Background: an optimization exercise with open tools, aiming at small area, a short achievable clock period and few clock cycles per item. Do not read the settings as production practice. Where RTL was checked, it was by simulation tests only, not by an equivalence proof against the original. For run 8, only the layout was checked, not whether the RTL still works.

$ cat flow/design.v
module ysyx_23060203_LZC (
  input [31:0] x,
  output [5:0] z
);
  wire [15:0] v0;
  wire [15:0] z0;
  wire [7:0] v1;
  wire [15:0] z1;
  wire [3:0] v2;
  wire [11:0] z2;
  wire [1:0] v3;
  wire [7:0] z3;
  genvar i;
  generate
    for (i = 0; i < 16; i = i + 1) begin : g0
      assign v0[i] = x[2*i+1] | x[2*i];
      assign z0[i] = ~x[2*i+1];
    end
    for (i = 0; i < 8; i = i + 1) begin : g1
      assign v1[i] = v0[2*i+1] | v0[2*i];
      assign z1[2*i+1:2*i] = v0[2*i+1] ? {1'b0, z0[2*i+1]} : {1'b1, z0[2*i]};
    end
    for (i = 0; i < 4; i = i + 1) begin : g2
      assign v2[i] = v1[2*i+1] | v1[2*i];
      assign z2[3*i+2:3*i] = v1[2*i+1] ? {1'b0, z1[4*i+3:4*i+2]} : {1'b1, z1[4*i+1:4*i]};
    end
    for (i = 0; i < 2; i = i + 1) begin : g3
      assign v3[i] = v2[2*i+1] | v2[2*i];
      assign z3[4*i+3:4*i] = v2[2*i+1] ? {1'b0, z2[6*i+5:6*i+3]} : {1'b1, z2[6*i+2:6*i]};
    end
  endgenerate
  assign z = v3[1] ? {2'b00, z3[7:4]} : (v3[0] ? {2'b01, z3[3:0]} : 6'd32);
endmodule
module ysyx_23060203_MDU (
  input clock, reset,
  input flush,
  output in_ready,
  input in_valid,
  input [2:0] in_op,  
  input [31:0] in_a, in_b,
  input out_ready,
  output out_valid,
  output [31:0] out_data
);
  localparam S_IDLE = 3'd0, S_PREP = 3'd1, S_TRIP = 3'd2, S_RUN = 3'd3,
             S_DONE = 3'd4;
  reg [2:0] st;
  reg [2:0] op;
  reg [5:0] cnt;
  reg neg;
  reg o_hi, o_lo, o_q, o_r;  
  reg [3:1] dig;  
  reg [33:0] H, T;
  reg [31:0] L, A;
  wire fire = in_valid & in_ready;
  assign in_ready = (st == S_IDLE) | ((st == S_DONE) & out_ready);
  assign out_valid = st == S_DONE;
  wire is_div = op[2];
  wire in_div = in_op[2];
  wire a_signed = in_div ? ~in_op[0] : (in_op[1:0] != 2'd3);
  wire b_signed = in_div ? ~in_op[0] : ~in_op[1];
  wire sa = a_signed & in_a[31];
  wire sb = b_signed & in_b[31];
  wire [31:0] ua = sa ? -in_a : in_a;
  wire [31:0] ub = sb ? -in_b : in_b;
  wire [5:0] za_in, zb_in;
  ysyx_23060203_LZC lza (.x(ua), .z(za_in));
  ysyx_23060203_LZC lzb (.x(ub), .z(zb_in));
  wire bz_in = in_b == 32'd0;
  wire [6:0] k_in = {1'b0, zb_in} - {1'b0, za_in};
  wire neg_in = in_div ? (in_op[1] ? sa : (sa ^ sb) & ~bz_in) : (sa ^ sb);
  wire [5:0] za = H[5:0];
  wire [5:0] zb = H[11:6];
  wire [6:0] k = H[18:12];  
  wire kneg = k[6];
  wire swap = kneg;  
  wire [31:0] mcand = swap ? A : L;
  wire [31:0] mplier = swap ? L : A;
  wire [5:0] zm = swap ? za : zb;
  wire bz = zb[5];
  wire [4:0] sh_amt = is_div ? k[4:0] : {zm[4:1], 1'b0};
  wire [31:0] sh_in = is_div ? A : mplier;
  wire [31:0] sh_out = sh_in << sh_amt;
  wire [5:0] steps = is_div ? ((bz | kneg) ? 6'd0 : {1'b0, k[4:0]} + 6'd1)
                            : (zm[5] ? 6'd0 : 6'd15 - {2'b0, zm[4:1]});
  wire [33:0] m = ({34{dig[1]}} & {2'b00, A}) | ({34{dig[2]}} & {1'b0, A, 1'b0})
                 | ({34{dig[3]}} & T);
  wire [34:0] sum = {3'b000, L} + {1'b0, m} + {34'd0, is_div};
  wire [2:0] cy = sum[34:32];
  wire ge = sum[32];
  wire [33:0] tri_a = {sum[33:32] + {1'b0, A[31]}, sum[31:0]};
  reg [33:0] x0;
  always @* begin
    case (H[33:32])
      2'd0: x0 = 34'd0;
      2'd1: x0 = {2'b00, A};
      2'd2: x0 = {1'b0, A, 1'b0};
      default: x0 = tri_a;
    endcase
  end
  wire [29:0] hinc = H[31:2] + 30'd1;
  reg hc;
  always @* begin
    case (cy[1:0])
      2'd0: hc = 1'b0;
      2'd1: hc = H[1] & H[0];
      2'd2: hc = H[1];
      default: hc = H[1] | H[0];
    endcase
  end
  wire [1:0] hlo = H[1:0] + cy[1:0];
  wire [29:0] hhi = hc ? hinc : H[31:2];
  wire [31:0] plo = {H[1:0], L[31:2]};
  wire [31:0] x = ({32{o_hi}} & H[33:2]) | ({32{o_lo}} & plo)
                | ({32{o_q}} & H[31:0]) | ({32{o_r}} & L);
  wire xc = ~o_hi | (plo == 32'd0);
  wire [31:0] nx = xc ? -x : ~x;  
  always @(posedge clock) begin
    if (reset) begin
      st <= S_IDLE;
    end else if (fire) begin
      st <= S_PREP;
    end else if (flush) begin
      st <= S_IDLE;
    end else begin
      case (st)
        S_PREP: st <= is_div ? ((steps != 6'd0) ? S_RUN : S_DONE)
                             : S_TRIP;
        S_TRIP: st <= (cnt != 6'd0) ? S_RUN : S_DONE;
        S_RUN: if (cnt == 6'd1) st <= S_DONE;
        S_DONE: if (out_ready) st <= S_IDLE;
        default: st <= S_IDLE;
      endcase
    end
  end
  always @(posedge clock) begin
    if (fire) begin
      op <= in_op;
      neg <= neg_in;
      L <= ua;
      A <= ub;
      H[18:0] <= {k_in, zb_in, za_in};
      o_hi <= ~in_op[2] & (in_op[1:0] != 2'd0);
      o_lo <= ~in_op[2] & (in_op[1:0] == 2'd0);
      o_q <= in_op[2] & ~in_op[1];
      o_r <= in_op[2] & in_op[1];
    end else if (st == S_PREP) begin
      cnt <= steps;
      if (is_div) begin
        A <= ~sh_out;
        H <= {34{bz}};
      end else begin
        L <= {mcand[30:0], 1'b0};
        A <= mcand;
        H <= {sh_out, 2'b00};
      end
    end else if (st == S_TRIP) begin
      T <= tri_a;
      H <= {H[31:2], x0[33:30]};
      L <= {x0[29:0], 2'b00};
    end else if (st == S_RUN) begin
      cnt <= cnt - 6'd1;
      if (is_div) begin
        if (ge) L <= sum[31:0];
        A <= {1'b1, A[31:1]};
        H <= {H[32:0], ge};
      end else begin
        L <= {sum[29:0], 2'b00};
        H <= {hhi, hlo, sum[31:30]};
      end
    end
  end
  wire [1:0] dn = (is_div | (st == S_PREP)) ? 2'b01 : H[31:30];
  always @(posedge clock) begin
    dig <= {dn == 2'd3, dn == 2'd2, dn == 2'd1};
  end
  assign out_data = neg ? nx : x;
endmodule
$ cat flow/run.sh
#!/bin/bash
# synth_recipe.tcl (not shown) runs the flow's synth.tcl, then flattens the netlist and writes it again
# the make line also repeats each setting of config.mk as NAME=value (left out here)
make -C /OpenROAD-flow-scripts/flow DESIGN_CONFIG=/design/flow/config.mk WORK_HOME=/design/flow/orfs CLKGATE_MAP_FILE= SYNTH_SCRIPT=/design/flow/synth_recipe.tcl finish
$ cat flow/config.mk
export PLATFORM = sky130hd
export DESIGN_NAME = ysyx_23060203_MDU
export DESIGN_NICKNAME = ysyx_23060203_MDU
export VERILOG_FILES = /design/flow/design.v
export SDC_FILE = /design/flow/constraint.sdc
export NUM_CORES = 4
export LEC_CHECK = 0
export CAP_MARGIN = 20
export CORE_MARGIN = 2
export CORE_UTILIZATION = 40
export SETUP_SLACK_MARGIN = 2.0
export SLEW_MARGIN = 20
$ cat flow/constraint.sdc
create_clock -name core_clock -period 7.0 [get_ports {clock}]
set_input_delay 1.4000 -clock core_clock [delete_from_list [all_inputs] [get_ports {clock}]]
set_output_delay 1.4000 -clock core_clock [all_outputs]
set_load 0.01 [all_outputs]
==> results of run 1 <==
==> cell families after synthesis <==
family          Yosys count  synth area share
compound gates          857             0.326
xor+xnor                147            0.0691
simple gates            791             0.210
buf+inv                 304            0.0624
flops                   150             0.238
mux                     102            0.0565
fa+ha+maj                55            0.0379
==> stage by stage <==
stage               instance area (µm²)   util
finish                            23100  0.498
global route                      23100  0.498
CTS                               22100  0.478
detailed placement                20300  0.439
global placement                  20300  0.439
floorplan                         18700      -
==> worst reg2reg max path, cell delays in order, from the launching register on <==
cell and delay [ps]:
dfxtp_4 450, a22o_1 300, fa_1 440, fa_1 430, a21o_1 220, a221oi_4 320
nand4b_1 230, a221o_2 540, a21oi_4 200, buf_12 150, mux2i_4 380, maj3_2 400
buf_4 160, nor4_1 40, o21ai_0 270, a32oi_1 150
==> what timing repair did <==
action / 4_1_cts / 5_1_grt
pin swaps: 48 / 69
cloned: 4 / 3
endpoints found under the setup margin: 95 / 52
setup buffers: 86 / 60
resized for setup: 241 / 181
==> area by class of cell <==
| cell class | instances | area, µm² |
|---|---|---|
| flip-flops and latches | 150 | 4450 |
| fillers | 4551 | 23200 |
| repair buffers | 334 | 2850 |
| well taps | 607 | 759 |
| multi-input cells | 1954 | 14100 |
| inverters | 81 | 324 |
| clock inverters | 9 | 104 |
| clock buffers | 23 | 468 |
==> layer usage <==
metal,global-route usage,part of all wire
met3,0.0912,0.11
met5,0,0.00013
met2,0.522,0.43
met4,0.218,0.070
met1,0.441,0.39
==> final timing paths <==
kind	to	slack (ps)	start
setup / recovery	H[18]	1600	in_a[0]
hold / removal	st[2]	650	st[1]
setup reg to reg	H[10]	2040	dig[1]
hold reg to reg	st[2]	650	st[1]
==> registers in the layout, summed over array words and instances, names as in the netlist <==
register,count
H,34
o_r,1
o_hi,1
o_q,1
T,34
op,1
L,32
cnt,6
st,3
o_lo,1
neg,1
A,32
dig,3
==> synthesized netlist by cell type (all sizes together), types with 34 or more instances <==
cell type and instances:
nand3 61, a22oi 81, nor4 37, ha 50, nor3 57, edfxtp 144, inv 79, buf 38
a221oi 55, o211ai 38, xnor2 86, a21oi 167, nor2 205, o21ai 155, xor2 61, nand2 217
clkbuf 185, o221ai 34, mux2i 76
==> notes.md, run 1 <==
Pre-antenna DRT Iters = 9
Clk pin slew, worst setup/hold paths = 70 ps
Synthesized Nets = 2,531
CP max stage delay = 520 ps
Clock Tree Buf Depth = 2
WS Path Type = in -> reg
Post-synth top area share = 0.232
Antenna Nets Post-Route = 0
Reg2reg path depth = 15
P&R area growth vs syn = 23.7%
Worst Path Required = 7270 ps
Final WL = 87.1 mm
Root Buffer = clkbuf_16
Cell Count Post-Placement = 2,971
Ant. Diodes = 0
Inserted Clock Buffers = 17
GP Congestion = 1.04
Hold slack = 653 ps
Setup TNS = 0 ps
Vias = 21,800
DRC Markers = 0
Detailed placer's ending HPWL = 62.0 mm
RSZ-0062 raised after global routing = true
CP max-delay cell = or4_4
Status = timing/DRC/antenna clean
Layout cells sized above 1 = 0.206
Total GRT Usage = 0.347
Post-Layout Cell Count = 3,158
Largest net degree at the start of global routing = 74
Worst-Margin Slew = 1270 ps
Initial drt markers = 2,931
Buffers added on ports = 105
Via density = 6.90
CTS tree = done
# H-tree levels = 4
# rows = 79
Vias in the first global route = 19,900
Crit path time final = 5400 ps
Share of the clock period used by the worst path = 0.771
Antenna violations before repair = 3
Mapped Avg Cell Area = 7.75 µm²
Yosys reg bits = 150
Max Slew Vio Count = 0
MaxCap Viol Count = 0
Dominant synthesized flop cell = edfxtp_1
Worst Setup End Kind = register
Crit path cell chain = buf_12, inv_12, ha_4, or3b_4, or3_4, buf_6, or4_4, nor4_4, a211o_1, nand3_2, nor3_4, o221a_2, a211oi_2, buf_4, ha_4, fa_2, nor2b_1, o21ai_1, nand2b_1, a21o_1, a21oi_2, nor2_1, o32ai_2, a31o_2
Post-synth top area cell = edfxtp_1
Most frequent CP cell = ha_4
Post-layout nets = 2,663
FFs w/ async S/R, synth = 0
Worst Path Buf+Inv = 4
Commonest non-fill, non-tap cell in the layout = nand2_1
Hold Path Depth = 2
Top cells by area, synth = edfxtp_1 23%, a21oi_1 4.4%, nand2_1 4.3%
Yosys cell types = 98
Synth Cell Area = 0.0186 mm²
First-pass GRT wire length = 126 mm
Synth warn = 1
Most frequent cells in the layout = 209 x nand2_1, 206 x buf_4, 195 x nor2_1
EDFF count, synth = 144
Final Hold Fails = 0
Clock latency (worst-skew pair) = 500 ps
Die width = 220 µm
Routed len/inst = 27.6 µm
Crit Path Max Fanout = 4
Post-synthesis cell count = 2,406
# IOs = 106
Setup WS pre-CTS = 328 ps
Number of clock sinks = 150
Crit path depth = 24
Slew HR = 0.141
CP arrival = 5660 ps
Hold_buf cts = 0
Worst Skew = 15.5 ps
Die footprint = 0.0483 mm²
Chip height = 220 µm
Sequential fraction of the synthesis area = 0.238
Initial Util = 0.403
# setup viols final = 0
CP delay by family, top = simple AND/OR/NAND/NOR gates
Startpoint types = primary input
Grt ovf = 0
Final worst slack = 1600 ps
Achievable Freq = 0.185 GHz
Hold Crit Class = reg -> reg
Core area = 0.0463 mm²
Testbench counts, summed over its fixed seeds: cycles 26,601, ops 3,200.
==> inputs of run 2 (changes only) <==
--- a/flow/config.mk
+++ b/flow/config.mk
@@ -7,2 +7,3 @@
 export LEC_CHECK = 0
+export ABC_AREA = 1
 export CAP_MARGIN = 20
==> run 2 against run 1 <==
- worst hold slack got worse by 150 ps
- area after synthesis grew 4.6%
- still clean on timing, DRC and antenna
- via count up 6.4%
- highest routed layer unchanged
- critical path depth shrank 12
==> notes.md, run 2 <==
Status = timing/DRC/antenna clean
Initial Util = 0.407
First-pass GRT wire length = 136 mm
Yosys cell types = 70
Crit path cell chain = inv_1, nand4_1, nor2_1, nand4_1, nand2_4, nand3_1, nor2_2, nand4_1, nand2_1, o21a_2, xor2_1, clkdlybuf4s50_1
Core area = 0.0479 mm²
Biggest regs = H x34, T x34
Detailed placer's ending HPWL = 72.8 mm
Achievable Freq = 0.203 GHz
Root Buffer = clkbuf_16
Number of clock sinks = 150
GRT met3 Usage = 0.0948
Slew HR = 0.277
# rows = 80
Most frequent CP cell = nand4_1
Setup WS pre-CTS = 1220 ps
Die width = 225 µm
# IOs = 106
WS Path Type = reg -> out
Inserted Clock Buffers = 17
Commonest non-fill, non-tap cell in the layout = nand2_1
Post-layout nets = 3,316
Top-count cell post-synth = nand2_1
Post-synth top area cell = edfxtp_1
Worst Path Required = 5600 ps
Most frequent cells in the layout = 900 x nand2_1, 337 x inv_1, 274 x nor2_1
Routed len/inst = 24.5 µm
Worst-Margin Slew = 1080 ps
Sequential fraction of the synthesis area = 0.228
CTS tree = done
Clock latency (worst-skew pair) = 510 ps
Die footprint = 0.0505 mm²
DP Area = 0.0209 mm²
Final worst slack = 2060 ps
Layout cells sized above 1 = 0.0793
Largest net degree at the start of global routing = 68
Crit Path Max Fanout = 9
Pre-antenna DRT Iters = 7
Reg2reg path depth = 22
Hold endpoint = dig[2]
Post-route core utilization = 0.458
R2r setup slk = 2150 ps
Chip height = 225 µm
Post-synthesis cell count = 3,149
Worst r2r dst = H[2]
CP max stage delay = 550 ps
Yosys reg bits = 150
Setup TNS = 0 ps
Mapped Avg Cell Area = 6.19 µm²
RSZ-0062 raised after global routing = true
Via density = 6.07
Synth Cell Area = 0.0195 mm²
Busiest grt layer = met2
Synthesized Nets = 3,274
Final Hold Fails = 0
Dominant synthesized flop cell = edfxtp_1
Top cells by area, synth = edfxtp_1 22%, nand2_1 17%, inv_1 6.9%
# setup viols final = 0
Share of the clock period used by the worst path = 0.705
Hold Crit Class = reg -> reg
Cell Count Post-Placement = 3,761
Synth warn = 1
Worst Setup End Kind = output port
CP max-delay cell = clkdlybuf4s50_1
# H-tree levels = 4
Antenna violations before repair = 2
Grt ovf = 0
Antenna Nets Post-Route = 0
Crit path time final = 4940 ps
Hold Path Depth = 1
GP Congestion = 1.05
EDFF count, synth = 144
Reg2Reg Launch Point = dig[1]
Hold Path Origin = H[30]
Buffers added on ports = 105
Post-Layout Cell Count = 3,820
Final WL = 93.4 mm
Grt met2 use = 0.540
DRC Markers = 0
Startpoint types = register
Total GRT Usage = 0.364
Worst Skew = 12.8 ps
Post-synth top area share = 0.222
Clk pin slew, worst setup/hold paths = 70 ps
Max Slew Vio Count = 0
Met1 Track Usage GR = 0.471
MaxCap Viol Count = 0
Most frequent cells after synthesis = 905 x nand2_1, 357 x inv_1, 284 x nor2_1, 214 x o21ai_0, 202 x nand3_1
FFs w/ async S/R, synth = 0
CP arrival = 3540 ps
P&R area growth vs syn = 12.6%
Design area = 0.0220 mm²
Clock Tree Buf Depth = 2
Vias in the first global route = 21,400
Vias = 23,200
Initial drt markers = 3,307
## run 2: timing repair
action                     CTS  global route
hold buffers                 0             0
resized for setup           32            49
setup endpoints to repair   29            22
pin swaps                    3             8
setup buffers               10            14
gates cloned                 0             2
## run 2: through the flow
step | hold WS (ps)
5_1_grt | 520
3_5_place_dp | 506
3_3_place_gp | 504
2_1_floorplan | 417
4_1_cts | 510
6_report | 501
## run 2: logic make-up (layout without fill, tap and decap cells)
kind of cell               count (synthesis)  count (layout)  share of synthesized area
adders and majority gates                 53              53                     0.0352
and+or+nand+nor                         1594            1594                      0.351
buffers and inverters                    527             582                      0.110
AOI/OAI and AO/OA                        686             686                      0.212
DFF                                      150             150                      0.228
muxes                                      3               3                    0.00218
other                                      0               1                          0
xor gates and xnor gates                 136             136                     0.0622
## run 2: area by class of cell
type	count	area (µm²)
fill	5041	26000
multi-input combinational	2472	13100
sequential	150	4440
timing repair buffer	162	1540
inverter	387	1490
tap	615	769
clock buffer	18	429
clock inverter	14	176
timing repair inverter	1	5.00
antenna	1	2.50
## run 2: worst max path at each step
stage / slack [ps] / from / to / cells past startpoint
floorplan: 2650 / in_a[1] / H[18] / 23
global placement: 1320 / in_op[2] / H[18] / 24
detailed placement: 1220 / in_op[2] / H[18] / 24
CTS: 2010 / in_op[2] / H[18] / 25
global route: 1830 / in_b[0] / H[18] / 26
finish: 2060 / H[0] / out_data[18] / 12
## run 2: per-layer routing
metal  routed length (µm)  vias up
li1                     -    10700
met1                36900    10700
met2                38900     1496
met3                10900      291
met4                 6720        2
met5                   18        -
## run 2: worst max-delay path, delay by kind of cell (launching register included)
| family | cells | cell delay [ps] |
|---|---|---|
| AOI/OAI and AO/OA | 1 | 230 |
| DFF | 1 | 400 |
| buffers and inverters | 2 | 890 |
| xor gates and xnor gates | 1 | 170 |
| and+or+nand+nor | 8 | 1340 |
==> inputs of run 3 (changes only) <==
--- a/flow/design.v
+++ b/flow/design.v
@@ -69,3 +69,2 @@
   wire bz_in = in_b == 32'd0;
-  wire [6:0] k_in = {1'b0, zb_in} - {1'b0, za_in};
   wire neg_in = in_div ? (in_op[1] ? sa : (sa ^ sb) & ~bz_in) : (sa ^ sb);
@@ -73,3 +72,3 @@
   wire [5:0] zb = H[11:6];
-  wire [6:0] k = H[18:12];  
+  wire [6:0] k = {1'b0, zb} - {1'b0, za};
   wire kneg = k[6];
@@ -141,3 +140,3 @@
       A <= ub;
-      H[18:0] <= {k_in, zb_in, za_in};
+      H[11:0] <= {zb_in, za_in};
       o_hi <= ~in_op[2] & (in_op[1:0] != 2'd0);
--- a/flow/config.mk
+++ b/flow/config.mk
@@ -7,3 +7,2 @@
 export LEC_CHECK = 0
-export ABC_AREA = 1
 export CAP_MARGIN = 20
==> run 3 against run 2 <==
- count of clock-buffer cells in the layout stayed put
- non-clock buffer count is 89 higher
- core utilization is 1.2 points higher
- sequential share of layout area is 0.14 points higher
- register-to-register slack worse by 380 ps
- maximum frequency is 5.7% lower
- global-route usage is 1.4 points higher
- critical path depth is 1 higher
- clock skew is 14 ps higher
- critical path type is now reg -> reg
- largest cell class unchanged
==> notes.md, run 3 <==
Slew HR = 0.184
Most frequent cells after synthesis = 233 x nand2_1, 185 x a21oi_1, 173 x clkbuf_1, 165 x o21ai_0, 151 x nor2_1
Fill count = 4,623
Mapped Avg Cell Area = 7.88 µm²
Yosys cell types = 101
Clk pin slew, worst setup/hold paths = 70 ps
Top-count cell post-synth = nand2_1
Grt met2 use = 0.564
First-pass GRT wire length = 135 mm
Clock Tree Buf Depth = 2
FF+latch area = 0.00445 mm²
Total GRT Usage = 0.378
Hold Path Origin = H[30]
Chip height = 221 µm
Post-synth top area cell = edfxtp_1
CP max stage delay = 740 ps
GP Congestion = 1.07
Met1 Track Usage GR = 0.480
Synth Cell Area = 0.0188 mm²
Most frequent cells in the layout = 230 x nand2_1, 182 x a21oi_1, 158 x o21ai_0
Initial Util = 0.404
# H-tree levels = 4
CTS tree = done
Routed len/inst = 30.8 µm
Layout cells sized above 1 = 0.133
P&R area growth vs syn = 16.2%
WS Path Type = reg -> reg
Via density = 7.10
Die width = 221 µm
# rows = 79
R2r setup slk = 1770 ps
Post-synth top area share = 0.230
EDFF count, synth = 144
Synth warn = 1
Worst-Margin Slew = 1210 ps
Biggest regs = H x34, T x34
# setup viols final = 0
Top cells by area, synth = edfxtp_1 23%, mux2i_1 7.5%, a21oi_1 4.9%
Max Slew Vio Count = 0
Die footprint = 0.0487 mm²
Reg2Reg Launch Point = H[2]
Hold slack = 588 ps
Inserted Clock Buffers = 17
Pre-antenna DRT Iters = 9
Initial drt markers = 3,406
Buffers added on ports = 105
Multi-input gate area = 0.0135 mm²
Worst Setup End Kind = register
Largest net degree at the start of global routing = 48
Worst Skew = 27.1 ps
Hold Path Depth = 1
Setup TNS = 0 ps
Synthesized Nets = 2,507
Status = timing/DRC/antenna clean
Clock latency (worst-skew pair) = 490 ps
Post-layout nets = 2,562
Antenna violations before repair = 3
Crit Path Max Fanout = 38
Dominant synthesized flop cell = edfxtp_1
GRT met3 Usage = 0.130
Commonest non-fill, non-tap cell in the layout = nand2_1
Final WL = 94.3 mm
FFs w/ async S/R, synth = 0
Detailed placer's ending HPWL = 67.8 mm
Yosys reg bits = 150
Vias = 21,700
Startpoint types = register
Core area = 0.0465 mm²
Crit path cell chain = buf_4, inv_1, ha_1, a211o_1, a21o_1, a21o_1, buf_4, mux2_2, o21ai_1, nand2_1, o221ai_1, a31oi_1, o41ai_1
Hold Crit Class = reg -> reg
# IOs = 106
MaxCap Viol Count = 0
DRC Markers = 0
CP arrival = 5500 ps
CP max-delay cell = o21ai_1
Share of the clock period used by the worst path = 0.748
Crit path time final = 5230 ps
Worst Path Required = 7270 ps
Post-synthesis cell count = 2,382
Grt ovf = 0
RSZ-0062 raised after global routing = true
Hold endpoint = dig[2]
Reg2reg path depth = 13
Sequential fraction of the synthesis area = 0.237
Number of clock sinks = 150
Busiest grt layer = met2
Vias in the first global route = 19,800
Final Hold Fails = 0
Achievable Freq = 0.191 GHz
Antenna Nets Post-Route = 0
Root Buffer = clkbuf_16
Worst r2r dst = H[5]
## run 3: worst max-delay path by stage
stage,from,to,slack (ps)
final,H[2],H[5],1770
after global routing,in_b[2],H[9],1860
after detailed placement,in_op[2],H[9],1300
after global placement,in_op[2],H[9],1420
after floorplan,in_a[22],H[0],2740
after CTS,H[0],out_data[24],1850
## run 3: worst max-delay path, delay by kind of cell (launching register included)
family          cells  cell delay [ps]
simple gates        1              470
buf+inv             3             1050
compound gates      7             2180
mux                 1              480
fa+ha+maj           1              410
flops               1              390
## run 3: cell families after synthesis
group / after synthesis / share of synthesized area
AOI/OAI and AO/OA: 848 / 0.315
and+or+nand+nor: 705 / 0.185
adders and majority gates: 53 / 0.0365
DFF: 150 / 0.237
muxes: 178 / 0.0975
buffers and inverters: 310 / 0.0640
xor gates and xnor gates: 138 / 0.0652
## run 3: cell type report
| class | count | share of cell area |
|---|---|---|
| multi-input combinational | 1922 | 0.620 |
| sequential | 150 | 0.204 |
| timing repair buffer | 251 | 0.0994 |
| tap | 607 | 0.0348 |
| clock buffer | 18 | 0.0197 |
| inverter | 95 | 0.0163 |
| clock inverter | 14 | 0.00516 |
| antenna | 6 | 0.000688 |
## run 3: metal layers
| metal | routed length [µm] | vias up |
|---|---|---|
| li1 | - | 9274 |
| met1 | 36000 | 10400 |
| met2 | 39900 | 1682 |
| met3 | 12700 | 368 |
| met4 | 5680 | 2 |
| met5 | 117 | - |
## run 3: what timing repair did
item | CTS | global route
pin swaps | 4 | 12
setup buffers | 61 | 18
hold buffers | 0 | 0
endpoints found under the setup margin | 51 | 58
resized for setup | 48 | 46
hold endpoints to repair | 0 | 0
## run 3: stage by stage
step | instance area [µm²] | cells | util | setup WS (ps)
2_1_floorplan | 18800 | 2382 | - | 2740
3_3_place_gp | 20300 | 2946 | 0.437 | 1420
3_5_place_dp | 20300 | 2946 | 0.437 | 1300
4_1_cts | 21500 | 3039 | 0.462 | 1850
5_1_grt | 21800 | 3057 | 0.469 | 1860
6_report | 21800 | 3063 | 0.469 | 1770
Testbench counts of run 3, summed over its fixed seeds: cycles 26,601, ops 3,200.
==> inputs of run 4 (changes only) <==
--- a/flow/config.mk
+++ b/flow/config.mk
@@ -7,2 +7,3 @@
 export LEC_CHECK = 0
+export ABC_AREA = 1
 export CAP_MARGIN = 20
==> run 4 against run 3 <==
- sequential share of layout area down 0.27 points
- clock skew is 9.2 ps lower
- area after synthesis is 5.6% higher
- cell area grew 1.3%
- final cell count up 27%
- wire length up 2.3%
- sequential cell count did not move
- critical path depth is 1 higher
==> notes.md, run 4 <==
P&R area growth vs syn = 11.5%
Most frequent cells in the layout = 880 x nand2_1, 332 x inv_1, 278 x nand3_1
Pre-antenna DRT Iters = 8
Largest net degree at the start of global routing = 73
Root Buffer = clkbuf_16
Grt ovf = 0
# setup viols final = 0
Buffers added on ports = 105
# IOs = 106
Synth Cell Area = 0.0198 mm²
Clk pin slew, worst setup/hold paths = 70 ps
Most frequent cells after synthesis = 882 x nand2_1, 361 x inv_1, 278 x nand3_1, 255 x nor2_1, 171 x o21ai_0
Crit path time final = 4920 ps
Chip height = 227 µm
Vias in the first global route = 21,800
Sequential fraction of the synthesis area = 0.224
CP max-delay cell = clkdlybuf4s50_1
DP Area = 0.0212 mm²
Die width = 227 µm
Layout cells sized above 1 = 0.0911
WS Path Type = reg -> out
Post-synthesis cell count = 3,172
Mapped Avg Cell Area = 6.25 µm²
Design area = 0.0221 mm²
Yosys reg bits = 150
Yosys cell types = 71
Post-synth top area cell = edfxtp_1
Top-count cell post-synth = nand2_1
Share of the clock period used by the worst path = 0.703
Clock Tree Buf Depth = 2
EDFF count, synth = 144
Crit path cell chain = inv_1, o22ai_1, nor2_2, nand2_1, nor2_2, nand2_1, nor4_1, nand2_1, xor2_1, nand2_1, o21ai_1, nand2_1, o21ai_1, clkdlybuf4s50_1
Inserted Clock Buffers = 17
CP arrival = 3520 ps
Crit Path Max Fanout = 6
Post-layout nets = 3,328
RSZ-0062 raised after global routing = true
CTS tree = done
Initial drt markers = 3,393
Total GRT Usage = 0.369
Detailed placer's ending HPWL = 75.1 mm
Antenna violations before repair = 2
Commonest non-fill, non-tap cell in the layout = nand2_1
Startpoint types = register
# H-tree levels = 4
Hold_buf cts = 0
Final WL = 96.5 mm
Setup TNS = 0 ps
Max Slew Vio Count = 0
Routed len/inst = 24.9 µm
First-pass GRT wire length = 139 mm
Synth warn = 1
Dominant synthesized flop cell = edfxtp_1
Top cells by area, synth = edfxtp_1 22%, nand2_1 17%, nand3_1 7.0%
Biggest regs = H x34, T x34
Vias = 23,800
Initial Util = 0.405
Hold Crit Class = reg -> reg
MaxCap Viol Count = 0
Hold slack = 637 ps
Antenna Nets Post-Route = 0
Core area = 0.0490 mm²
Ant. Diodes = 0
FFs w/ async S/R, synth = 0
Clock latency (worst-skew pair) = 480 ps
# rows = 81
Final Hold Fails = 0
Post-synth top area share = 0.218
Number of clock sinks = 150
CP max stage delay = 580 ps
Achievable Freq = 0.203 GHz
Synthesized Nets = 3,297
Worst Skew = 17.9 ps
GP Congestion = 1.06
Worst Setup End Kind = output port
Via density = 6.14
Worst-Margin Slew = 1030 ps
Most frequent CP cell = nand2_1
Die footprint = 0.0513 mm²
Worst Path Required = 5600 ps
Slew HR = 0.312
Status = timing/DRC/antenna clean
DRC Markers = 0
==> run 4: cell count changes after synthesis, moves of 76 or more <==
| cell | previous run | this run |
|---|---|---|
| nand3_1 | 54 | 278 |
| clkbuf_1 | 173 | 63 |
| inv_1 | 94 | 361 |
| o22ai_1 | 21 | 97 |
| mux2i_1 | 140 | 0 |
| nor2_1 | 151 | 255 |
| nand2_1 | 233 | 882 |
==> run 4: critical path: cells and delay by family (launching register included) <==
kind / cells / cell delay [ps]
AOI/OAI and AO/OA: 3 / 320
and+or+nand+nor: 8 / 1220
DFF: 1 / 510
buffers and inverters: 2 / 850
xor gates and xnor gates: 1 / 140
==> run 4: timing repair <==
action	in CTS	in global routing
endpoints found under the setup margin	22	21
cloned	0	2
pin swaps	0	5
setup buffers	4	12
resized for setup	27	31
==> run 4: logic make-up after synthesis <==
logic type / share of synthesized area
AND/OR/NAND/NOR: 0.370
AO/OA/AOI/OAI: 0.203
buffers and inverters: 0.114
flip-flops: 0.224
XOR/XNOR: 0.0543
adder cells (fa/ha/maj): 0.0346
==> run 4: worst paths after layout <==
path         startpoint      endpoint  slack, ps  cells past startpoint
min              cnt[0]        cnt[0]        640                      1
max               H[11]  out_data[24]       2080                     14
max reg2reg        H[3]          A[4]       2210                     15
min reg2reg      cnt[0]        cnt[0]        640                      1
==> run 4: layout make-up <==
cell class / count / area [µm²]
Fill cell: 5280 / 26900
Multi-Input combinational cell: 2484 / 13200
Sequential cell: 150 / 4440
Inverter: 398 / 1560
Timing Repair Buffer: 150 / 1400
Tap cell: 664 / 831
Clock buffer: 18 / 429
Clock inverter: 13 / 206
Timing Repair inverter: 2 / 10.0
==> run 4: metrics by stage <==
step,setup slack (ps),instances,util
finish,2080,3879,0.451
global route,1950,3879,0.451
CTS,1990,3864,0.447
global placement,2200,3829,0.433
floorplan,3380,3172,-
detailed placement,2190,3829,0.433
==> run 4: layer usage <==
metal  global-route usage  vias to the layer above  wire length [µm]
li1                     -                    10800                 -
met1                0.463                    11000             36800
met2                0.581                     1626             42300
met3               0.0787                      375             10600
met4                0.225                        2              6790
met5                    0                        -                13
==> inputs of run 5 (changes only) <==
--- a/flow/config.mk
+++ b/flow/config.mk
@@ -11,3 +11,3 @@
 export CORE_UTILIZATION = 40
-export SETUP_SLACK_MARGIN = 2.0
+export SETUP_SLACK_MARGIN = 3.0
 export SLEW_MARGIN = 20
==> run 5 against run 4 <==
- register-to-register slack better by 760 ps
- area after synthesis did not move
- synthesized cell count is the same
- maximum frequency increased by 7.6%
- clock skew shrank 2.6 ps
- critical path depth down 2
- setup slack improved by 350 ps
- first-iteration DRC count rose by 3.7%
- worst hold slack better by 0.51 ps
- die area unchanged
==> notes.md, run 5 <==
Chip height = 227 µm
Worst Path Required = 5600 ps
Worst r2r dst = A[4]
Clock latency (worst-skew pair) = 480 ps
Buffers added on ports = 105
FF+latch area = 0.00445 mm²
Status = timing/DRC/antenna clean
Final Hold Fails = 0
Inserted Clock Buffers = 17
Most frequent cells in the layout = 855 x nand2_1, 311 x inv_1, 265 x nand3_1
Crit Path Max Fanout = 4
MaxCap Viol Count = 0
WS Path Type = reg -> out
Slew HR = 0.316
Worst-Margin Slew = 1020 ps
Hold Crit Class = reg -> reg
Synthesized Nets = 3,297
Total GRT Usage = 0.393
Post-synth top area share = 0.218
Reg2reg path depth = 16
Worst Setup End Kind = output port
Multi-input gate area = 0.0140 mm²
Synth warn = 1
Worst Skew = 15.3 ps
Layout cells sized above 1 = 0.190
Sequential fraction of the synthesis area = 0.224
Antenna violations before repair = 4
Mapped Avg Cell Area = 6.25 µm²
GP Congestion = 1.06
FFs w/ async S/R, synth = 0
Post-synthesis cell count = 3,172
Dominant synthesized flop cell = edfxtp_1
# rows = 81
Post-layout nets = 3,506
Number of clock sinks = 150
Die footprint = 0.0513 mm²
Crit path time final = 4570 ps
Share of the clock period used by the worst path = 0.653
CP endpoint = out_data[21]
CP arrival = 3170 ps
Vias in the first global route = 23,000
Detailed placer's ending HPWL = 75.1 mm
Startpoint types = register
Initial Util = 0.405
Cell Count Post-Placement = 3,829
Top-count cell post-synth = nand2_1
Clk pin slew, worst setup/hold paths = 70 ps
Crit path launch = H[0]
Most frequent CP cell = nor3_4
DRC Markers = 0
CTS tree = done
Most frequent cells after synthesis = 882 x nand2_1, 361 x inv_1, 278 x nand3_1, 255 x nor2_1, 171 x o21ai_0
Die width = 227 µm
Setup WS pre-CTS = 2190 ps
Post-route core utilization = 0.495
Initial drt markers = 3,519
# H-tree levels = 4
RSZ-0062 raised after global routing = true
Largest net degree at the start of global routing = 64
Post-synth top area cell = edfxtp_1
P&R area growth vs syn = 22.4%
Grt ovf = 0
Yosys reg bits = 150
Antenna Nets Post-Route = 0
Routed len/inst = 25.4 µm
Post-Layout Cell Count = 4,058
CP max stage delay = 540 ps
Final worst slack = 2430 ps
Biggest regs = H x34, T x34
CP max-delay cell = edfxtp_1
Reg2Reg Launch Point = H[9]
Yosys cell types = 71
First-pass GRT wire length = 147 mm
Max Slew Vio Count = 0
Achievable Freq = 0.219 GHz
Root Buffer = clkbuf_16
Fill count = 5,110
Core area = 0.0490 mm²
Setup TNS = 0 ps
Synth Cell Area = 0.0198 mm²
# setup viols final = 0
Pre-antenna DRT Iters = 9
Crit path cell chain = nor4_2, nand2_1, nor3_4, a21oi_2, buf_6, nor3_4, nand2_2, nand2_4, o21ai_4, nor2_2, xor2_1, buf_2
Via density = 6.18
Top cells by area, synth = edfxtp_1 22%, nand2_1 17%, nand3_1 7.0%
R2r setup slk = 2970 ps
Final WL = 103 mm
EDFF count, synth = 144
Clock Tree Buf Depth = 2
# IOs = 106
Commonest non-fill, non-tap cell in the layout = nand2_1
Vias = 25,100
==> run 5: cell counts after synthesis <==
No cell type changed its count.
==> run 5: per-stage QoR <==
stage,area [µm²],hold WS [ps]
2_1_floorplan,19800,475
3_3_place_gp,21200,622
3_5_place_dp,21200,627
4_1_cts,23400,640
5_1_grt,24200,675
6_report,24300,637
==> run 5: logic make-up (layout without fill, tap and decap cells) <==
family | after synthesis | in the layout | synth area share
XOR/XNOR | 122 | 122 | 0.0543
other | 0 | 1 | 0
AND/OR/NAND/NOR | 1650 | 1658 | 0.370
buffers and inverters | 538 | 751 | 0.114
adder cells (fa/ha/maj) | 53 | 53 | 0.0346
flip-flops | 150 | 150 | 0.224
AO/OA/AOI/OAI | 659 | 659 | 0.203
==> run 5: cell type report <==
| cell class | instances | area share |
|---|---|---|
| repair buffers | 312 | 0.109 |
| diodes | 1 | 0.000103 |
| well taps | 664 | 0.0343 |
| repair inverters | 10 | 0.00330 |
| flip-flops and latches | 150 | 0.184 |
| clock buffers | 18 | 0.0177 |
| clock inverters | 13 | 0.00851 |
| multi-input cells | 2492 | 0.576 |
| inverters | 398 | 0.0677 |
==> run 5: what timing repair did <==
item / 4_1_cts / 5_1_grt
hold buffers: 0 / 0
resized for setup: 328 / 123
endpoints found under the setup margin: 148 / 145
buffers inserted: 120 / 58
pin swaps: 60 / 63
gates cloned: 17 / 2
==> run 5: worst min path at each step <==
stage | startpoint | to | cells past startpoint
CTS | cnt[0] | cnt[0] | 1
detailed placement | cnt[0] | cnt[0] | 1
global placement | cnt[0] | cnt[0] | 1
finish | cnt[0] | cnt[0] | 1
global route | cnt[0] | cnt[0] | 1
floorplan | H[30] | dig[2] | 1
==> run 5: worst max-delay path: cells and delay by family, from the launching register on <==
kind / cells / cell delay [ps]
AO/OA/AOI/OAI: 2 / 190
AND/OR/NAND/NOR: 7 / 1400
flip-flops: 1 / 540
XOR/XNOR: 1 / 220
buffers and inverters: 2 / 320
==> run 5: layer usage <==
metal	GRT usage	routed length (µm)	vias up
li1	-	-	11200
met1	0.482	37900	11600
met2	0.608	44300	1821
met3	0.106	12700	497
met4	0.252	8300	6
met5	0	40	-
==> inputs of run 6 (changes only) <==
--- a/flow/config.mk
+++ b/flow/config.mk
@@ -11,3 +11,3 @@
 export CORE_UTILIZATION = 40
-export SETUP_SLACK_MARGIN = 3.0
+export SETUP_SLACK_MARGIN = 2.5
 export SLEW_MARGIN = 20
==> run 6 against run 5 <==
- die area unchanged
- sequential share of layout area up 0.99 points
- setup slack worse by 170 ps
- global-route usage down 1.6 points
- sequential cell count unchanged
- final cell count down 2.4%
- clock skew up 0.90 ps
==> notes.md, run 6 <==
Status = timing/DRC/antenna clean
Clock Tree Buf Depth = 2
DP Area = 0.0212 mm²
WS Path Type = reg -> out
Worst Skew = 16.2 ps
Commonest non-fill, non-tap cell in the layout = nand2_1
Yosys reg bits = 150
Crit Path Max Fanout = 9
Dominant synthesized flop cell = edfxtp_1
DRC Markers = 0
CTS tree = done
RSZ-0062 raised after global routing = true
Largest net degree at the start of global routing = 73
Clk pin slew, worst setup/hold paths = 70 ps
Synth warn = 1
Post-synth top area cell = edfxtp_1
Synthesized Nets = 3,297
# setup viols final = 0
Post-synth top area share = 0.218
Core area = 0.0490 mm²
Startpoint types = register
Reg2Reg Launch Point = H[0]
Slew HR = 0.279
Die footprint = 0.0513 mm²
Top-count cell post-synth = nand2_1
Post-synthesis cell count = 3,172
Chip height = 227 µm
Post-layout nets = 3,406
FF+latch area = 0.00445 mm²
Antenna Nets Post-Route = 0
Vias in the first global route = 22,100
CP max stage delay = 480 ps
Crit path time final = 4750 ps
GP Congestion = 1.06
Biggest regs = H x34, T x34
Cell Count Post-Placement = 3,829
Setup TNS = 0 ps
CP arrival = 3350 ps
Buffers added on ports = 105
Number of clock sinks = 150
Fill count = 5,227
Crit path launch = L[25]
Worst-Margin Slew = 1080 ps
Top cells by area, synth = edfxtp_1 22%, nand2_1 17%, nand3_1 7.0%
First-pass GRT wire length = 142 mm
Worst Setup End Kind = output port
Crit path cell chain = clkinvlp_4, nand4_1, nor3_4, a21oi_2, buf_6, nor3_4, nand2_2, o21ai_1, xor2_1, inv_1, clkdlybuf4s50_1
Most frequent CP cell = nor3_4
Most frequent cells after synthesis = 882 x nand2_1, 361 x inv_1, 278 x nand3_1, 255 x nor2_1, 171 x o21ai_0
R2r setup slk = 2470 ps
# IOs = 106
Max Slew Vio Count = 0
P&R area growth vs syn = 16.0%
Clock latency (worst-skew pair) = 480 ps
Via density = 6.18
Design area = 0.0230 mm²
Vias = 24,500
Multi-input gate area = 0.0134 mm²
Initial drt markers = 3,736
Hold Path Origin = cnt[0]
CP max-delay cell = clkdlybuf4s50_1
Detailed placer's ending HPWL = 75.1 mm
Final Hold Fails = 0
Most frequent cells in the layout = 875 x nand2_1, 320 x inv_1, 275 x nand3_1
Hold_buf cts = 0
Initial Util = 0.405
Mapped Avg Cell Area = 6.25 µm²
Inserted Clock Buffers = 17
Synth Cell Area = 0.0198 mm²
Layout cells sized above 1 = 0.132
Pre-antenna DRT Iters = 7
Antenna violations before repair = 4
Total GRT Usage = 0.377
Post-Layout Cell Count = 3,960
Die width = 227 µm
MaxCap Viol Count = 0
Achievable Freq = 0.211 GHz
Final WL = 99.9 mm
Grt ovf = 0
FFs w/ async S/R, synth = 0
Worst Path Required = 5600 ps
# rows = 81
Root Buffer = clkbuf_16
Routed len/inst = 25.2 µm
Hold Crit Class = reg -> reg
Yosys cell types = 71
EDFF count, synth = 144
# H-tree levels = 4
Sequential fraction of the synthesis area = 0.224
Share of the clock period used by the worst path = 0.678
-- run 6: cell count changes in the layout (fill, tap and decap cells not counted), moves of 8 or more --
cell / previous run / this run
nand3_2: 24 / 15
nand3_1: 265 / 275
dlymetal6s2s_1: 2 / 10
buf_4: 179 / 105
clkdlybuf4s50_1: 70 / 82
o21ai_2: 32 / 21
nand2_2: 44 / 30
nor2_4: 27 / 13
o21ai_0: 152 / 169
inv_1: 311 / 320
nor2_1: 209 / 225
buf_6: 17 / 4
buf_2: 29 / 2
nand2_1: 855 / 875
-- run 6: kinds of logic (layout without fill, tap and decap cells) --
group,count (synthesis),count (layout),synth area share
adders and majority gates,53,53,0.0346
buffers and inverters,538,656,0.114
other,0,3,0
DFF,150,150,0.224
and+or+nand+nor,1650,1653,0.370
AOI/OAI and AO/OA,659,659,0.203
xor gates and xnor gates,122,122,0.0543
-- run 6: final timing paths --
path / end / cells after the start
hold / removal: cnt[0] / 1
hold reg to reg: cnt[0] / 1
setup / recovery: out_data[15] / 11
setup reg to reg: A[4] / 15
-- run 6: what timing repair did --
| item | 4_1_cts | 5_1_grt |
|---|---|---|
| resized for setup | 105 | 81 |
| setup buffers | 51 | 35 |
| pin swaps | 9 | 21 |
| gates cloned | 6 | 5 |
| endpoints found under the setup margin | 38 | 72 |
-- run 6: through the flow --
step | utilization | setup WS, ps | hold WS, ps
after floorplan | - | 3380 | 475
after global placement | 0.433 | 2200 | 622
after detailed placement | 0.433 | 2190 | 627
after CTS | 0.458 | 2310 | 641
after global routing | 0.469 | 2180 | 675
final | 0.470 | 2250 | 637
-- run 6: layer usage --
layer	GRT usage	up-vias	share of wire
met1	0.476	11300	0.38
met4	0.232	2	0.073
met3	0.0818	420	0.11
met5	0	-	0.00018
met2	0.585	1741	0.43
li1	-	11000	-
-- run 6: layout make-up --
| cell class | instances | share of cell area |
|---|---|---|
| diodes | 3 | 0.000327 |
| repair inverters | 8 | 0.00239 |
| flip-flops and latches | 150 | 0.193 |
| repair buffers | 219 | 0.0858 |
| inverters | 398 | 0.0694 |
| multi-input cells | 2487 | 0.585 |
| clock buffers | 18 | 0.0187 |
| well taps | 664 | 0.0361 |
| clock inverters | 13 | 0.00898 |
-- run 6: worst max-delay path, delay by kind of cell, from the launching register on --
kind	cells	cell delay, ps
buf+inv	4	960
xor+xnor	1	260
flops	1	440
compound gates	2	290
simple gates	4	910
==> inputs of run 7 (changes only) <==
--- a/flow/config.mk
+++ b/flow/config.mk
@@ -10,3 +10,3 @@
 export CORE_MARGIN = 2
-export CORE_UTILIZATION = 40
+export CORE_UTILIZATION = 50
 export SETUP_SLACK_MARGIN = 2.5
==> run 7 against run 6 <==
- first-iteration DRC count shrank 3.3%
- via count shrank 0.38%
- clock skew grew 6.9 ps
- setup slack gained 130 ps
- core utilization grew 11 points
- register-to-register slack gained 50 ps
- synthesized cell count is the same
- area after synthesis is the same
- wire length shrank 7.1%
- critical path type unchanged
- critical endpoint is now out_data[25]
==> notes.md, run 7 <==
Chip height = 203 µm
Initial Util = 0.509
Hold Crit Class = reg -> reg
Largest net degree at the start of global routing = 73
Post-synthesis cell count = 3,172
RSZ-0062 raised after global routing = true
Hold Path Origin = H[30]
# rows = 72
Buffers added on ports = 105
FFs w/ async S/R, synth = 0
Top Layer Used = met5
Synthesized Nets = 3,297
Top cells by area, synth = edfxtp_1 22%, nand2_1 17%, nand3_1 7.0%
Clk pin slew, worst setup/hold paths = 70 ps
FF+latch area = 0.00444 mm²
Final Hold Fails = 0
First-pass GRT wire length = 137 mm
Fill count = 3,895
Share of the clock period used by the worst path = 0.659
Synth warn = 1
Layout cells sized above 1 = 0.125
Biggest regs = H x34, T x34
P&R area growth vs syn = 13.9%
Reg2Reg Launch Point = H[1]
Hold_buf cts = 0
# H-tree levels = 4
Startpoint types = register
Yosys reg bits = 150
Top-count cell post-synth = nand2_1
WS Path Type = reg -> out
Worst Skew = 23.1 ps
Die width = 203 µm
Design area = 0.0226 mm²
Final WL = 92.7 mm
Vias = 24,400
# IOs = 106
Die footprint = 0.0412 mm²
Setup TNS = 0 ps
Adder-cell share of the synthesized area = 0.0346
Worst Path Required = 5600 ps
Crit path launch = H[1]
Core area = 0.0389 mm²
Synth Area in Simple Gates = 0.370
Antenna violations before repair = 12
Crit path time final = 4610 ps
Worst Setup End Kind = output port
Detailed placer's ending HPWL = 69.9 mm
Worst-Margin Slew = 1140 ps
Crit Path Max Fanout = 4
Synth Cell Area = 0.0198 mm²
Most frequent cells after synthesis = 882 x nand2_1, 361 x inv_1, 278 x nand3_1, 255 x nor2_1, 171 x o21ai_0
Post-layout nets = 3,383
Post-synthesis mux area share = 0
Root Buffer = clkbuf_16
Total GRT Usage = 0.438
CTS tree = done
Routed wl met3 = 14.0 mm
Max Slew Vio Count = 0
Post-synth top area cell = edfxtp_1
Slew HR = 0.241
Number of clock sinks = 150
Post-synth top area share = 0.218
GP Congestion = 1.08
Pre-antenna DRT Iters = 10
EDFF count, synth = 144
Most frequent cells in the layout = 877 x nand2_1, 326 x inv_1, 276 x nand3_1
Dominant synthesized flop cell = edfxtp_1
Inserted Clock Buffers = 17
Status = timing/DRC/antenna clean
Main combinational cell family by area after synthesis = simple AND/OR/NAND/NOR gates
# setup viols final = 0
Yosys cell types = 71
DRC Markers = 0
Via density = 6.42
MaxCap Viol Count = 0
Achievable Freq = 0.217 GHz
CP arrival = 3210 ps
Initial drt markers = 3,613
Setup WS pre-CTS = 2110 ps
DP Area = 0.0210 mm²
Compound-Gate Fraction of Synth Area = 0.203
Post-synthesis xor/xnor area fraction = 0.0543
Routed wl met2 = 37.6 mm
Clock latency (worst-skew pair) = 490 ps
Grt ovf = 0
Vias in the first global route = 22,600
Final worst slack = 2390 ps
Multi-input gate area = 0.0135 mm²
Metal-1 WL = 34.3 mm
Routed len/inst = 24.4 µm
Antenna Nets Post-Route = 0
Mapped Avg Cell Area = 6.25 µm²
Clock Tree Buf Depth = 2
Sequential fraction of the synthesis area = 0.224
Commonest non-fill, non-tap cell in the layout = nand2_1
run 7: cell count changes in the layout (fill, tap and decap cells not counted), sizes merged, moves of 3 or more:
cell,before,now
clkinv,14,11
clkinvlp,18,6
inv,382,396
buf,116,96
dlygate4sd2,6,10
clkbuf,21,27
dlymetal6s2s,10,7
run 7: cells by family (layout without fill, tap and decap cells):
kind of cell	after synthesis	count (layout)
AO/OA/AOI/OAI	659	659
XOR/XNOR	122	122
adder cells (fa/ha/maj)	53	53
buffers and inverters	538	636
flip-flops	150	150
other	0	5
AND/OR/NAND/NOR	1650	1651
run 7: layer usage:
| metal | vias up | global-route usage |
|---|---|---|
| met5 | - | 0 |
| met4 | 6 | 0.270 |
| met2 | 1922 | 0.632 |
| li1 | 10900 | - |
| met3 | 442 | 0.163 |
| met1 | 11100 | 0.552 |
run 7: timing repair:
item,4_1_cts,5_1_grt
hold endpoints to repair,0,0
gates resized for setup,111,89
setup buffers,54,14
pin swaps,13,17
endpoints found under the setup margin,31,119
cloned,5,1
run 7: final cells by class:
cell class | instances | area share
multi-input cells | 2485 | 0.598
flip-flops and latches | 150 | 0.197
repair buffers | 201 | 0.0776
inverters | 398 | 0.0708
well taps | 518 | 0.0287
clock buffers | 19 | 0.0192
clock inverters | 13 | 0.00660
repair inverters | 5 | 0.00194
diodes | 5 | 0.000554
run 7: per-stage QoR:
stage | utilization | cells | hold WS [ps]
global placement | 0.539 | 3683 | 528
finish | 0.580 | 3794 | 548
detailed placement | 0.539 | 3683 | 515
CTS | 0.571 | 3774 | 534
floorplan | - | 3172 | 475
global route | 0.580 | 3790 | 556
run 7: path summary, 6_finish.rpt:
check	end	slack, ps	cells after the start
worst min register to register	dig[2]	550	1
worst max-delay path	out_data[25]	2390	12
worst max register to register	A[7]	2520	15
worst min-delay path	dig[2]	550	1
run 7: worst max-delay path, stage by stage (launching register included):
cell and delay [ps]:
edfxtp_1 490, buf_6 170, clkinvlp_4 160, o22ai_4 100
nor2_4 190, and3_4 220, nand3_2 100, nor3_4 350
nand3_4 140, o21ai_2 140, xor2_1 160, inv_1 50
clkdlybuf4s50_1 470
==> inputs of run 8 (changes only) <==
--- a/flow/design.v
+++ b/flow/design.v
@@ -45,3 +45,3 @@
   localparam S_IDLE = 3'd0, S_PREP = 3'd1, S_TRIP = 3'd2, S_RUN = 3'd3,
-             S_DONE = 3'd4;
+             S_FIX = 3'd4, S_DONE = 3'd5;
   reg [2:0] st;
@@ -125,6 +125,7 @@
       case (st)
-        S_PREP: st <= is_div ? ((steps != 6'd0) ? S_RUN : S_DONE)
+        S_PREP: st <= is_div ? ((steps != 6'd0) ? S_RUN : (neg ? S_FIX : S_DONE))
                              : S_TRIP;
-        S_TRIP: st <= (cnt != 6'd0) ? S_RUN : S_DONE;
-        S_RUN: if (cnt == 6'd1) st <= S_DONE;
+        S_TRIP: st <= (cnt != 6'd0) ? S_RUN : (neg ? S_FIX : S_DONE);
+        S_RUN: if (cnt == 6'd1) st <= neg ? S_FIX : S_DONE;
+        S_FIX: st <= S_DONE;
         S_DONE: if (out_ready) st <= S_IDLE;
@@ -159,2 +160,4 @@
       L <= {x0[29:0], 2'b00};
+    end else if (st == S_FIX) begin
+      L <= nx;
     end else if (st == S_RUN) begin
@@ -175,3 +178,3 @@
   end
-  assign out_data = neg ? nx : x;
+  assign out_data = (neg | o_r) ? L : x;
 endmodule
--- a/flow/config.mk
+++ b/flow/config.mk
@@ -10,3 +10,3 @@
 export CORE_MARGIN = 2
-export CORE_UTILIZATION = 50
+export CORE_UTILIZATION = 40
 export SETUP_SLACK_MARGIN = 2.5
==> run 8 against run 7 <==
- still clean on timing, DRC and antenna
- maximum frequency up 1.5%
- area after synthesis increased by 4.0%
- non-clock buffer count is 54 lower
- global-route usage decreased by 3.8 points
- die area rose by 29%
- critical path type is now reg -> reg
- critical endpoint is now H[31]
- largest cell class unchanged
- highest routed layer unchanged
==> notes.md, run 8 <==
Post-synth top area share = 0.210
Routed len/inst = 26.2 µm
Crit path time final = 4540 ps
Buffers added on ports = 105
RSZ-0062 raised after global routing = false
Reg2reg path depth = 14
# H-tree levels = 4
CP max stage delay = 720 ps
Detailed placer's ending HPWL = 84.6 mm
Number of clock sinks = 150
Vias = 25,200
Inserted Clock Buffers = 17
CP max-delay cell = o21ai_0
Die width = 231 µm
# setup viols final = 0
Initial drt markers = 3,852
Dominant synthesized flop cell = edfxtp_1
Yosys reg bits = 150
Yosys cell types = 70
Post-synthesis cell count = 3,455
R2r setup slk = 2460 ps
Synthesized Nets = 3,580
P&R area growth vs syn = 10.0%
Crit path cell chain = inv_1, fa_1, nand4_1, nand3_2, o21ai_0, o21ai_0, nand2_1, nand3_1, nand2_1, nand2_1, nand2_1, nand2_1, nand3_1, nand3b_1
CTS tree = done
Clock latency (worst-skew pair) = 530 ps
Crit Path Max Fanout = 15
Reg2Reg Launch Point = H[1]
First-pass GRT wire length = 156 mm
Worst-Margin Slew = 1010 ps
MaxCap Viol Count = 0
Worst Path Required = 7260 ps
Commonest non-fill, non-tap cell in the layout = nand2_1
Hold Path Origin = cnt[0]
Layout cells sized above 1 = 0.0608
FFs w/ async S/R, synth = 0
Setup TNS = 0 ps
WS Path Type = reg -> reg
Achievable Freq = 0.220 GHz
Ant. Diodes = 0
Grt ovf = 0
Worst Setup End Kind = register
Status = timing/DRC/antenna clean
Most frequent CP cell = nand2_1
Synth Cell Area = 0.0206 mm²
Antenna Nets Post-Route = 0
Worst Path Buf+Inv = 1
Antenna violations before repair = 2
Max Slew Vio Count = 0
Hold Path Depth = 1
Share of the clock period used by the worst path = 0.649
Hold_buf cts = 0
CP delay by family, top = simple AND/OR/NAND/NOR gates
Top-count cell post-synth = nand2_1
Post-layout nets = 3,580
Post-synth top area cell = edfxtp_1
Vias in the first global route = 23,000
Largest net degree at the start of global routing = 89
Crit path launch = H[1]
GP Congestion = 1.03
Worst Skew = 22.0 ps
Root Buffer = clkbuf_16
EDFF count, synth = 144
Top cells by area, synth = edfxtp_1 21%, nand2_1 19%, nand3_1 9.0%
Synth warn = 1
Final WL = 109 mm
Via density = 6.08
CP arrival = 4800 ps
Most frequent cells after synthesis = 1,065 x nand2_1, 371 x nand3_1, 322 x inv_1, 305 x nor2_1, 202 x o21ai_0
Core area = 0.0511 mm²
DRC Markers = 0
Total GRT Usage = 0.400
Slew HR = 0.322
Mapped Avg Cell Area = 5.97 µm²
Initial Util = 0.404
Worst r2r dst = H[31]
Pre-antenna DRT Iters = 8
Hold endpoint = cnt[0]
Die footprint = 0.0534 mm²
Biggest regs = H x34, T x34
Most frequent cells in the layout = 1,062 x nand2_1, 371 x nand3_1, 318 x inv_1
Chip height = 231 µm
Startpoint types = register
Hold Crit Class = reg -> reg
# rows = 83
Clock Tree Buf Depth = 2
Final Hold Fails = 0
Clk pin slew, worst setup/hold paths = 90 ps
Sequential fraction of the synthesis area = 0.216
# IOs = 106
run 8: what timing repair did:
item / in CTS / in global routing
pin swaps: 0 / 0
setup endpoints to repair: 23 / 87
hold endpoints to repair: 0 / 0
gates cloned: 0 / 1
resized for setup: 1 / 16
setup buffers: 0 / 2
run 8: kinds of logic after synthesis:
family	share of synthesized area
flops	0.216
xor+xnor	0.0449
fa+ha+maj	0.0333
compound gates	0.189
buf+inv	0.104
simple gates	0.413
run 8: area by class of cell:
type / instances / area, µm²
timing repair buffer: 147 / 1390
clock buffer: 17 / 425
timing repair inverter: 1 / 5.00
clock inverter: 15 / 135
inverter: 357 / 1370
multi-input combinational: 2781 / 14100
tap: 680 / 851
sequential: 150 / 4450
fill: 5707 / 28400
run 8: stage by stage:
stage | setup WS, ps | std cells | util | area (µm²) | hold WS (ps)
3_3_place_gp | 2430 | 4112 | 0.432 | 22100 | 666
4_1_cts | 2510 | 4144 | 0.443 | 22600 | 687
5_1_grt | 2500 | 4148 | 0.444 | 22700 | 761
2_1_floorplan | 3270 | 3455 | - | 20600 | 593
6_report | 2460 | 4148 | 0.444 | 22700 | 679
3_5_place_dp | 2380 | 4112 | 0.432 | 22100 | 669
run 8: routing by layer:
layer  track usage  vias to the layer above  share of wire
met5             0                        -        0.00012
met4         0.212                        2          0.063
met3         0.138                      363           0.13
met2         0.591                     1756           0.41
met1         0.513                    11500           0.39
li1              -                    11600              -
run 8: worst max-delay path by stage:
stage,to,cells after the start
final,H[31],14
after global routing,H[27],14
after CTS,H[5],23
after detailed placement,H[9],15
after global placement,H[9],15
after floorplan,L[0],9

-- port drivers added, routing unchanged --
The flow's constraints put no driver on any port. The routed layouts listed below were extracted and timed again, unchanged, in two steps. Step 1 (the two cells are an assumption about what drives the block):
set clk [get_ports {clock}]
set_driving_cell -lib_cell sky130_fd_sc_hd__clkbuf_16 $clk
set_driving_cell -lib_cell sky130_fd_sc_hd__buf_2 [delete_from_list [all_inputs] $clk]
Step 2, shift: input delay + t, output delay - t, t = (earliest + latest rising clock arrival at the registers) / 2. This alone moves slack from input paths to output paths. a / b / c = ideal ports / drivers / drivers and shift; a / b = the first two.
run	t (ns)	slack for setup (ns)	worst setup path after step 2	latest minus earliest clock arrival (ns)	pins driven straight from the clock port
run 1	0.550	1.601 / 1.608 / 1.057	input to register	0.016 / 0.015	1
run 2	0.562	2.064 / 2.006 / 1.568	input to register	0.013 / 0.013	1
run 3	0.536	1.767 / 1.767 / 1.657	input to register	0.027 / 0.027	1
run 4	0.533	2.077 / 2.015 / 2.141	input to register	0.018 / 0.018	1
run 5	0.542	2.426 / 2.361 / 2.547	input to register	0.016 / 0.015	1
run 6	0.544	2.255 / 2.187 / 2.095	input to register	0.016 / 0.017	1
run 7	0.540	2.387 / 2.324 / 2.128	input to register	0.023 / 0.023	1
run 8	0.583	2.456 / 2.396 / 2.292	input to register	0.022 / 0.022	1
After both steps setup and hold are still met in every run listed. For run 1, which loses most, drivers alone change the setup slack by +0.007 ns; drivers and shift together by -0.544 ns.
